This design comes from an exercise in tuning for small area, a short achievable clock period and few clock cycles on the open sky130 flow, not from production work.
The RTL was checked by simulation tests, not by an equivalence proof against the original design.

**flow/standard.sh**
```bash
#!/bin/bash
# synth_recipe.tcl (not shown) runs the flow's synth.tcl, then flattens the netlist and writes it again
# the make line also repeats each setting of config.mk as NAME=value (left out here)
make -C /OpenROAD-flow-scripts/flow DESIGN_CONFIG=/design/flow/config.mk WORK_HOME=/design/flow/orfs CLKGATE_MAP_FILE= SYNTH_SCRIPT=/design/flow/synth_recipe.tcl "${@:-finish}"
```
**flow/flow/run.sh**
```bash
#!/bin/bash
# The standard layout (standard synthesis, floorplan, placement, CTS,
# routing) with two changes:
#  - the timing repair steps aim for a setup slack of 13 ns at the design's
#    18 ns clock, so that the resizer works on the design's real critical
#    paths instead of stopping once 18 ns is met;
#  - every input and output port still gets its own buffer, but a plain
#    sky130_fd_sc_hd__buf_2 rather than the delay cell ORFS picks by default.
# The clock period and the SDC constraints are those of the design.
set -euo pipefail
bash standard.sh SETUP_SLACK_MARGIN=13 "BUFFER_PORTS_ARGS=-buffer_cell sky130_fd_sc_hd__buf_2" finish > standard_flow.log 2>&1
```
**flow/design.v**
```verilog
module berexp_x (
    input  logic        clk,
    input  logic        rst_n,
    input  logic        valid,
    input  logic        b,
    input  logic [4:0]  z0,
    input  logic [71:0] r_72,
    input  logic [71:0] sqr2_isigma,
    output logic [62:0] z_63,
    output logic [5:0]  s_6,
    output logic        done
);
    localparam int W  = 12;
    localparam int MW = 93;
    localparam logic [80:0] NC1  = 81'h1ffb2c1d0f9f110000000;  
    localparam logic [80:0] NLN2 = 81'h1ff4e8de8082e30000000;  
    localparam logic [47:0] KI = 48'(45'h171547652b82);  
    localparam logic [MW-1:0] BC0 = 93'haa000000000000000000000;  
    logic [4:0] st, st_n;
    logic [80:0]   a_reg;
    logic [5:0]    s6_r;
    logic [MW-1:0] acc, ps, pc;
    logic [80:0]      zr;
    logic [83:0] zr_sh;
    logic [71:0] isg_sh;
    logic [8:0]       z0sq;
    assign zr     = {(b ? {4'b0, z0} + 9'h1ff : {4'b0, z0}), r_72 ^ {72{b}}};
    assign zr_sh  = 84'(zr) << 0;
    assign isg_sh = 72'(sqr2_isigma) << 0;
    always_comb begin
        case (z0)
            5'd1: z0sq = 9'd1;
            5'd2: z0sq = 9'd4;
            5'd3: z0sq = 9'd9;
            5'd4: z0sq = 9'd16;
            5'd5: z0sq = 9'd25;
            5'd6: z0sq = 9'd36;
            5'd7: z0sq = 9'd49;
            5'd8: z0sq = 9'd64;
            5'd9: z0sq = 9'd81;
            5'd10: z0sq = 9'd100;
            5'd11: z0sq = 9'd121;
            5'd12: z0sq = 9'd144;
            5'd13: z0sq = 9'd169;
            5'd14: z0sq = 9'd196;
            5'd15: z0sq = 9'd225;
            5'd16: z0sq = 9'd256;
            5'd17: z0sq = 9'd289;
            5'd18: z0sq = 9'd324;
            default: z0sq = 9'd0;
        endcase
    end
    logic c_fb_sh, c_fb_z, c_a_ln2, c_am, c_ao, c_az, c_s;
    logic [6:0] b_one, b_two, b_neg;
    logic [80:0] a_eff;
    assign a_eff = c_a_ln2 ? NLN2 : a_reg;
    logic [81:0] sel0;
    assign sel0 = ({1'b0, a_eff} & {82{b_one[0]}}) | ({a_eff, 1'b0} & {82{b_two[0]}});
    logic [81:0] sel1;
    assign sel1 = ({1'b0, a_eff} & {82{b_one[1]}}) | ({a_eff, 1'b0} & {82{b_two[1]}});
    logic [81:0] sel2;
    assign sel2 = ({1'b0, a_eff} & {82{b_one[2]}}) | ({a_eff, 1'b0} & {82{b_two[2]}});
    logic [81:0] sel3;
    assign sel3 = ({1'b0, a_eff} & {82{b_one[3]}}) | ({a_eff, 1'b0} & {82{b_two[3]}});
    logic [81:0] sel4;
    assign sel4 = ({1'b0, a_eff} & {82{b_one[4]}}) | ({a_eff, 1'b0} & {82{b_two[4]}});
    logic [81:0] sel5;
    assign sel5 = ({1'b0, a_eff} & {82{b_one[5]}}) | ({a_eff, 1'b0} & {82{b_two[5]}});
    logic [81:0] sel6;
    assign sel6 = ({1'b0, a_eff} & {82{b_one[6]}}) | ({a_eff, 1'b0} & {82{b_two[6]}});
    logic [MW-1:0] r0_0;
    assign r0_0 = BC0 | 93'({~b_neg[0], b_neg[0], b_neg[0], sel0 ^ {82{b_neg[0]}}});
    logic [MW-1:0] r0_1;
    assign r0_1 = (93'({~b_neg[1], sel1 ^ {82{b_neg[1]}}}) << 2) | (93'(b_neg[0]) << 0);
    logic [MW-1:0] r0_2;
    assign r0_2 = (93'({~b_neg[2], sel2 ^ {82{b_neg[2]}}}) << 4) | (93'(b_neg[1]) << 2);
    logic [MW-1:0] r0_3;
    assign r0_3 = (93'({~b_neg[3], sel3 ^ {82{b_neg[3]}}}) << 6) | (93'(b_neg[2]) << 4);
    logic [MW-1:0] r0_4;
    assign r0_4 = (93'({~b_neg[4], sel4 ^ {82{b_neg[4]}}}) << 8) | (93'(b_neg[3]) << 6);
    logic [MW-1:0] r0_5;
    assign r0_5 = (93'({~b_neg[5], sel5 ^ {82{b_neg[5]}}}) << 10) | (93'(b_neg[4]) << 8);
    logic [MW-1:0] r0_6;
    assign r0_6 = (93'(sel6) << 12) | (93'(b_neg[5]) << 10);
    logic [MW-1:0] s1_0, c1_0;
    assign s1_0 = r0_0 ^ r0_1 ^ r0_2;
    assign c1_0 = ((r0_0 & r0_1) | (r0_0 & r0_2) | (r0_1 & r0_2)) << 1;
    logic [MW-1:0] s1_1, c1_1;
    assign s1_1 = r0_3 ^ r0_4 ^ r0_5;
    assign c1_1 = ((r0_3 & r0_4) | (r0_3 & r0_5) | (r0_4 & r0_5)) << 1;
    logic [MW-1:0] s2_0, c2_0;
    assign s2_0 = s1_0 ^ c1_0 ^ s1_1;
    assign c2_0 = ((s1_0 & c1_0) | (s1_0 & s1_1) | (c1_0 & s1_1)) << 1;
    logic [MW-1:0] s3_0, c3_0;
    assign s3_0 = s2_0 ^ c2_0 ^ c1_1;
    assign c3_0 = ((s2_0 & c2_0) | (s2_0 & c1_1) | (c2_0 & c1_1)) << 1;
    logic [MW-1:0] s4_0, c4_0;
    assign s4_0 = s3_0 ^ c3_0 ^ r0_6;
    assign c4_0 = ((s3_0 & c3_0) | (s3_0 & r0_6) | (c3_0 & r0_6)) << 1;
    always_ff @(posedge clk) begin
        ps <= s4_0;
        pc <= c4_0;
    end
    logic [MW-1:0] fb, mac;
    assign fb  = c_fb_sh ? acc >> W : (c_fb_z ? '0 : MW'(a_reg));
    assign mac = fb + ps + pc;
    always_ff @(posedge clk) begin
        acc <= mac;
        if (c_am || c_ao)
            a_reg <= c_am ? mac[80:0] : (c_az ? zr : NC1);
        if (c_s)
            s6_r <= (mac[87:86] != 2'b00) ? 6'd63 : mac[85:80];
    end
    logic [W-1:0] d_stage, d_nxt;
    always_comb begin
        d_nxt = '0;
        case (st)
            5'd0: d_nxt = zr_sh[23:12];
            5'd1: d_nxt = zr_sh[35:24];
            5'd2: d_nxt = zr_sh[47:36];
            5'd3: d_nxt = zr_sh[59:48];
            5'd4: d_nxt = zr_sh[71:60];
            5'd5: d_nxt = zr_sh[83:72];
            5'd7: d_nxt = isg_sh[11:0];
            5'd8: d_nxt = isg_sh[23:12];
            5'd9: d_nxt = isg_sh[35:24];
            5'd10: d_nxt = isg_sh[47:36];
            5'd11: d_nxt = isg_sh[59:48];
            5'd12: d_nxt = isg_sh[71:60];
            5'd13: d_nxt = W'(z0sq);
            5'd15: d_nxt = KI[11:0];
            5'd16: d_nxt = KI[23:12];
            5'd17: d_nxt = KI[35:24];
            5'd18: d_nxt = KI[47:36];
            default: d_nxt = '0;
        endcase
    end
    always_ff @(posedge clk) d_stage <= d_nxt;
    function automatic logic [20:0] booth_enc(input logic [W-1:0] d);
        logic [W+1:0] x;
        x = 14'(d);
        for (int j = 0; j <= 6; j++) begin
            logic b0, b1, b2;
            b0 = (j == 0) ? 1'b0 : x[2*j-1];
            b1 = x[2*j];
            b2 = x[2*j+1];
            booth_enc[3*j]   = b1 ^ b0;
            booth_enc[3*j+1] = (b2 & ~b1 & ~b0) | (~b2 & b1 & b0);
            booth_enc[3*j+2] = b2 & ~(b1 & b0);
        end
    endfunction
    logic [20:0] enc_d, enc_s, enc_n;
    assign enc_d = c_az ? booth_enc(zr_sh[11:0]) : booth_enc(d_stage);
    assign enc_s = booth_enc(W'(mac[87:80]));
    assign enc_n = c_s ? enc_s : enc_d;
    always_ff @(posedge clk) begin
        for (int j = 0; j <= 6; j++) begin
            b_one[j] <= enc_n[3*j];
            b_two[j] <= enc_n[3*j+1];
            b_neg[j] <= enc_n[3*j+2];
        end
    end
    always_comb begin
        if (!valid)             st_n = '0;
        else if (st != 5'd24) st_n = st + 5'd1;
        else                    st_n = st;
    end
    always_ff @(posedge clk) begin
        c_fb_sh <= !(st_n == 5'd2 || st_n == 5'd10 || st_n == 5'd18
                     || st_n == 5'd23);
        c_fb_z  <= (st_n != 5'd23);
        c_a_ln2 <= (st_n == 5'd22);
        c_am    <= (st_n == 5'd8) || (st_n == 5'd16);
        c_ao    <= (st_n == 5'd0) || (st_n == 5'd14);
        c_az    <= (st_n == 5'd0);
        c_s     <= (st_n == 5'd21);
    end
    always_ff @(posedge clk or negedge rst_n) begin
        if (!rst_n) begin
            st   <= '0;
            done <= 1'b0;
        end else begin
            done <= valid && (st == 5'd22);
            st   <= st_n;
        end
    end
    assign s_6  = s6_r;
    assign z_63 = acc[71:9];
endmodule
```
**flow/constraint.sdc**
```tcl
create_clock -name core_clock -period 18.0 [get_ports {clk}]
set_input_delay 3.6000 -clock core_clock [delete_from_list [all_inputs] [get_ports {clk}]]
set_output_delay 3.6000 -clock core_clock [all_outputs]
set_load 0.01 [all_outputs]
```
**flow/config.mk**
```make
export PLATFORM = sky130hd
export DESIGN_NAME = berexp_x
export DESIGN_NICKNAME = berexp_x
export VERILOG_FILES = /design/flow/design.v
export SDC_FILE = /design/flow/constraint.sdc
export NUM_CORES = 4
export LEC_CHECK = 0
export CAP_MARGIN = 20
export CORE_MARGIN = 2
export CORE_UTILIZATION = 40
export PLACE_DENSITY = 0.55
export SLEW_MARGIN = 20
```
==> summary.md, run 1 <==
| Metric | Value |
|---|---|
| Max-Cap Viols | `0` |
| Asr flop ratio synth | `under 10%` |
| CP arrival | `roughly 1400 ps` |
| Worst-path cell chain | `buf_2` |
| Post-Route Skew | `approximately 28 ps` |
| Largest regs | `ps x93, pc x88, acc x84` |
| Synth Warn # | `1` |
| Initial antenna violation count | `7` |
| Placed cell count | `~5800` |
| Period minus WS final | `a little under 5000 ps` |
| CP delay by family, top | `flip-flops` |
| Share of cells above drive strength 1 | `a little under an eighth` |
| Main area contributors after synthesis | `fa_1 23%, dfxtp_1 14%, xnor2_1 11%, a22oi_1 7.3%, edfxtp_1 6.1%` |
| Crit Path Class | `register to primary output` |
| Initial DRC Count | `around 4000` |
| Max FFs per register | `93` |
| CP startpoint | `acc[27]` |
| Core area | `0.105 mm^2` |
| Vias per cell | `6.07` |
| Most used DFF post-synth | `dfxtp_1` |
| Wire length per cell | `between 20 and 30 um` |
| CP peak stage delay | `between 500 and 600 ps` |
| EDFF count, synth | `87` |
| I/O Buffers | `between 200 and 250` |
| Via count | `36200` |
| Cell count after synthesis | `between 4000 and 5000` |
| Die width | `~330 um` |
| Sink Count | `~400` |
| Tot GR Track Use | `between 30% and 40%` |
| Bufs on Longest Clock Path | `3` |
| Hold path start | `d_stage[11]` |
| DRC Markers | `0` |
| Mapped cell area | `around 0.042 mm^2` |
| Hold slack | `between 500 and 600 ps` |
| Commonest cells post-synth | `525 x xnor2_1, 481 x fa_1, 436 x inv_1` |
| Worst path slowest cell | `dfxtp_1` |
| Synthesized Nets | `5448` |
| Overflow after GRT | `0` |
| Worst-path fanout max | `2` |
| Distinct cells, synth | `between 90 and 100` |
| Startpoint types | `register` |
| Top cell type's share of synthesized area | `22.7%` |
| Root buffer cell | `clkbuf_16` |
| Ports | `approximately 220` |
| H-tree levels | `2` |
| Layout area overhead | `9.20%` |
| Post-Route WL | `roughly 170 mm` |
| Endpoints failing setup | `0` |
| NumNets Final | `around 5300` |
| Core Rows | `approximately 120` |
| Area after DPL | `between 0.04 and 0.05 mm^2` |
| CP required | `~14000 ps` |
| TritonCTS clock tree | `built` |
| RSZ-0062 raised after global routing | `yes` |
| First-pass GRT wire length | `251 mm` |
| Initial core utilization | `between 40% and 50%` |
| Clock Latency Late Sink | `590 ps` |
| Average size of a mapped cell | `around 9.1 um^2` |
| Largest net degree at the start of global routing | `around 80` |
| Finished Cell Area | `~0.046 mm^2` |
| Total CTS buffers | `43` |
| Sequential area share after synthesis | `just over 20%` |
| Status | `no timing/DRC/antenna violations` |
| Period utilisation layout | `between 20% and 30%` |
| DRT antenna net count | `0` |
| Placer Congestion | `0.962` |
| Register bit total from synthesis | `between 300 and 400` |
| Final Max Slew Viols | `0` |
| Hpwl dp | `~120 mm` |
| Maximum clock rate | `around 0.2 GHz` |
| Hold Path Class | `register to register` |
| Largest register by flop count | `ps` |
| Area leader, netlist | `fa_1` |
| TNS Setup | `0 ps` |
| Reg2reg start | `c_fb_sh` |
| Final non-filler cell total | `around 6000` |
| Worst relative slew slack | `between 20% and 30%` |
| Most frequent cell after synthesis | `xnor2_1` |
| CTS clk-pin slew, worst paths | `about 70 ps` |
| DIE HEIGHT | `between 300 and 400 um` |
| Hold Fails Final Rpt | `0` |
| CTS Hold Bufs | `0` |
| Slew @ Worst Pin | `1170 ps` |
| Drt first pass iters | `6` |
| WP buf/inv | `1` |
| Utilization after layout | `44.1%` |
| Vias in the first global route | `about 36000` |
| CP endpoint kind | `primary output` |
| Die area | `about 0.11 mm^2` |
## metal layers
metal  track usage (%)  share of wire, %
met1              43.0                41
met2              48.6                45
met3              6.62                10
met4              11.1               3.7
met5                 0             0.016
## final cells by class
class                           count  area (um^2)
Sequential cell                   396         8900
Inverter                          442         1660
Antenna cell                        3         7.51
Timing Repair Buffer              323         2040
Clock buffer                       59         1220
Clock inverter                     18          284
Fill cell                       10300        58900
Tap cell                         1391         1740
Multi-Input combinational cell   3337        30500
## placed cells by master, fill, tap and decap left out, types with 40 or more instances in the layout
cell type | Yosys | final
xnor2_1 | 525 | 523
xor2_1 | 138 | 133
and2_1 | 75 | 75
inv_1 | 436 | 436
edfxtp_1 | 87 | 87
a21oi_1 | 165 | 155
a221oi_1 | 116 | 116
nand4_1 | 47 | 47
o21a_1 | 40 | 40
nor2_1 | 379 | 376
ha_1 | 151 | 121
o21ai_0 | 121 | 116
nand2_1 | 175 | 175
a22oi_1 | 412 | 412
buf_2 | 16 | 221
buf_4 | 65 | 89
a22o_1 | 102 | 102
clkbuf_16 | 0 | 47
dfxtp_1 | 303 | 281
fa_1 | 481 | 481
## worst paths after layout
path / end / slack (ps) / depth (start not counted)
max in group asynchronous: st[1] / 14970 / 1
min in group asynchronous: st[4] / 2850 / 1
max reg2reg: s6_r[4] / 13070 / 16
max: z_63[18] / 13050 / 1
min reg2reg: b_one[6] / 530 / 2
min: b_one[6] / 530 / 2
## what timing repair did
item	CTS	global route
endpoints found under the setup margin	111	38
resized for setup	28	90
setup buffers	13	25
gates cloned	0	2
pin swaps	2	11
## through the flow
| stage | worst slack (ps) |
|---|---|
| 5_1_grt | 12970 |
| 3_5_place_dp | 11370 |
| 4_1_cts | 12970 |
| 2_1_floorplan | 13020 |
| 3_3_place_gp | 11400 |
| 6_report | 13050 |
## cells by family after synthesis
| logic type | share of synthesized area (%) |
|---|---|
| xor gates and xnor gates | 13.8 |
| AOI/OAI and AO/OA | 19.5 |
| muxes | 0.168 |
| adders and majority gates | 27.1 |
| buffers and inverters | 8.86 |
| DFF | 20.8 |
| and+or+nand+nor | 9.69 |
Testbench counts, summed over its fixed seeds: cycles 38,400.
==> inputs of run 2 (changes only) <==
--- a/flow/config.mk
+++ b/flow/config.mk
@@ -7,6 +7,6 @@
 export LEC_CHECK = 0
 export CAP_MARGIN = 20
 export CORE_MARGIN = 2
-export CORE_UTILIZATION = 40
-export PLACE_DENSITY = 0.55
+export CORE_UTILIZATION = 55
+export PLACE_DENSITY = 0.7
 export SLEW_MARGIN = 20
==> run 2 against run 1 <==
- still clean
- synthesized cell count unchanged
- first-iteration DRC count increased by 16%
- global-route usage increased by 9.3 points
- die area decreased by 27%
- via count grew 1.6%
- sequential share of layout area grew 0.20 points
- flip-flop and latch count stayed put
- final cell count is 6.0% lower
- register-to-register slack got worse by 60 ps
- setup slack got worse by 36 ps
- critical path type is now register to register
==> summary.md, run 2 <==
| Metric | Value |
|---|---|
| Status | `no timing/DRC/antenna violations` |
| Largest family of logic cells by synthesized area | `adder cells` |
| CP endpoint kind | `register` |
| Register area | `roughly 0.009 mm^2` |
| Area leader, netlist | `fa_1` |
| DRT antenna net count | `0` |
| WP buf/inv | `1` |
| CP required | `18350 ps` |
| Commonest non-fill, non-tap cell in the layout | `xnor2_1` |
| Worst-path fanout max | `14` |
| Hpwl dp | `roughly 120 mm` |
| Layout fillers | `6717` |
| Vias per cell | `about 6.6` |
| Hold Path Class | `register to register` |
| Asr flop ratio synth | `under 10%` |
| Total CTS buffers | `47` |
| Bufs on Longest Clock Path | `3` |
| Compound-Gate Fraction of Synth Area | `between 15 and 20%` |
| Layout area overhead | `7.94%` |
| Overflow after GRT | `0` |
| Startpoint types | `register` |
| Share of cells above drive strength 1 | `between 10% and 20%` |
| Core Rows | `101` |
| NumNets Final | `5324` |
| Most used DFF post-synth | `dfxtp_1` |
| Tot GR Track Use | `between 40% and 50%` |
| Multiplexer share of the synthesized area | `0.168%` |
| Worst relative slew slack | `a little over a fifth` |
| Max FFs per register | `93` |
| Cell count after synthesis | `4663` |
| Average size of a mapped cell | `approximately 9.1 um^2` |
| Initial antenna violation count | `14` |
| CTS clk-pin slew, worst paths | `roughly 60 ps` |
| Max-Cap Viols | `0` |
| CP peak stage delay | `890 ps` |
| Drt first pass iters | `9` |
| Period utilisation layout | `approximately 28%` |
| Worst path slowest cell | `edfxtp_1` |
| Sequential area share after synthesis | `20.8%` |
| Simple-gate share of the synthesized area | `9.69%` |
| Worst-path cell chain | `a22o_1, fa_1, ha_1, nand3_1, o221ai_2, o221ai_1, a211oi_2, buf_4, nor3b_2, nor2_1, o21ai_4, a31oi_2, xnor2_2, or3_2` |
| Initial core utilization | `roughly 56%` |
| Commonest cells post-synth | `525 x xnor2_1, 481 x fa_1, 436 x inv_1` |
| Hold Fails Final Rpt | `0` |
| Die area | `0.0795 mm^2` |
| Main area contributors after synthesis | `fa_1 23%, dfxtp_1 14%, xnor2_1 11%, a22oi_1 7.3%, edfxtp_1 6.1%` |
| H-tree levels | `2` |
| Ports | `~220` |
| TritonCTS clock tree | `built` |
| Final Max Slew Viols | `0` |
| Top cell type's share of synthesized area | `between 20% and 30%` |
| Core area | `approximately 0.076 mm^2` |
| Die width | `around 280 um` |
| Utilization after layout | `60.2%` |
| Crit Path Class | `register to register` |
| Wire length per cell | `just under 30 um` |
| Most frequent cells in the layout | `523 x xnor2_1, 481 x fa_1, 436 x inv_1, 412 x a22oi_1, 378 x nor2_1` |
| Sink Count | `about 400` |
| Slew @ Worst Pin | `around 1200 ps` |
| Post-Route WL | `between 150 and 200 mm` |
| First-pass GRT wire length | `roughly 240 mm` |
| Vias in the first global route | `about 37000` |
| Largest register by flop count | `ps` |
| Multi-input logic area | `between 0.03 and 0.04 mm^2` |
| Most frequent cell after synthesis | `xnor2_1` |
| CP arrival | `between 5000 and 6000 ps` |
| Via count | `roughly 37000` |
| EDFF count, synth | `87` |
| Post-Route Skew | `between 20 and 30 ps` |
| Clock Latency Late Sink | `between 600 and 700 ps` |
| Largest net degree at the start of global routing | `75` |
| Maximum clock rate | `0.201 GHz` |
| Synthesized Nets | `5448` |
| I/O Buffers | `around 220` |
| TNS Setup | `0 ps` |
| DIE HEIGHT | `282 um` |
| RSZ-0062 raised after global routing | `no` |
| DRC Markers | `0` |
| Endpoints failing setup | `0` |
| CP delay by family, top | `compound AO/OA/AOI/OAI gates` |
| Register bit total from synthesis | `between 300 and 400` |
| Synth Warn # | `1` |
| CTS Hold Bufs | `0` |
| Largest regs | `ps x93, pc x88, acc x84` |
| Placer Congestion | `approximately 1.0` |
| Root buffer cell | `clkbuf_16` |
| Adder-cell share of the synthesized area | `a little over a quarter` |
| Distinct cells, synth | `94` |
| Period minus WS final | `about 5000 ps` |
| Initial DRC Count | `roughly 4600` |
| Synth Area in XOR/XNOR | `13.8%` |
| Mapped cell area | `about 0.042 mm^2` |
run 2: cell counts after synthesis:
No cell type changed its count.
run 2: worst register-to-register path, cell delays in order (launching register included):
cell and delay, ps:
edfxtp_1 890, a22o_1 250, fa_1 430, ha_1 360, nand3_1 110, o221ai_2 410, o221ai_1 270, a211oi_2 260
buf_4 170, nor3b_2 220, nor2_1 160, o21ai_4 310, a31oi_2 200, xnor2_2 230, or3_2 470
run 2: final timing paths:
check                             from        to  slack (ps)  cells after the start
max                           a_reg[6]   s6_r[4]       13010                     14
min                        d_stage[11]  b_one[6]         540                      2
max reg2reg                   a_reg[6]   s6_r[4]       13010                     14
min reg2reg                d_stage[11]  b_one[6]         540                      2
max in group asynchronous        rst_n     st[0]       15030                      1
min in group asynchronous        rst_n      done        2820                      1
run 2: through the flow:
stage | hold slack [ps] | setup WS (ps) | area (um^2) | instances
after floorplan | 478 | 13020 | 42500 | 4663
after global placement | 522 | 11550 | 43200 | 5477
after detailed placement | 513 | 11470 | 43300 | 5477
after CTS | 531 | 13000 | 45100 | 5573
after global routing | 559 | 12970 | 45900 | 5608
final | 539 | 13010 | 45900 | 5609
run 2: logic make-up (layout without fill, tap and decap cells):
family | Yosys count | in the layout
AO/OA/AOI/OAI | 1156 | 1156
buffers and inverters | 930 | 844
AND/OR/NAND/NOR | 875 | 875
XOR/XNOR | 667 | 668
adder cells (fa/ha/maj) | 632 | 632
flip-flops | 396 | 396
multiplexers | 7 | 7
other | 0 | 1
run 2: cell type report:
type,count,share of cell area [%]
diodes,1,0.00546
clock buffers,64,2.95
clock inverters,24,0.516
inverters,442,3.62
multi-input cells,3338,66.4
flip-flops and latches,396,19.4
well taps,1030,2.81
repair buffers,314,4.26
run 2: routing by layer:
metal	routed length [um]	global-route usage [%]	part of all wire [%]
met1	60700	52.5	37
met2	72000	62.4	44
met3	19700	10.7	12
met4	9580	20.9	5.9
met5	19	0.122	0.012
run 2: what timing repair did:
action	in CTS	in global routing
gates resized for setup	42	74
endpoints found under the hold margin	0	0
setup buffers	6	32
endpoints found under the setup margin	212	62
pin swaps	3	15
gates cloned	2	3

what the ideal ports hide:
The flow's constraints put no driver on any port. The routed layouts listed below were extracted and timed again, unchanged, in two steps. Step 1 assumes that a clkbuf_16 drives the clock port and a buf_2 every other input. Step 2 adds t to the input delays and takes it off the output delays; t is the mean of the earliest and latest rising clock arrival at the registers after step 1. Input paths then give back, and output paths get back, about the clock's delay inside the block. Three values: ideal, step 1, step 2; two values: the first two.
run | t, ns | setup slack, ns | hold WS [ns]
run 1 | 0.656 | 13.051 / 12.975 / 12.507 | 0.532 / 0.532 / 0.532
run 2 | 0.669 | 13.015 / 12.954 / 12.418 | 0.539 / 0.539 / 0.539
After both steps every run listed still meets setup and hold. For run 2, which loses most, drivers alone change the setup slack by -0.061 ns; drivers and shift together by -0.597 ns.
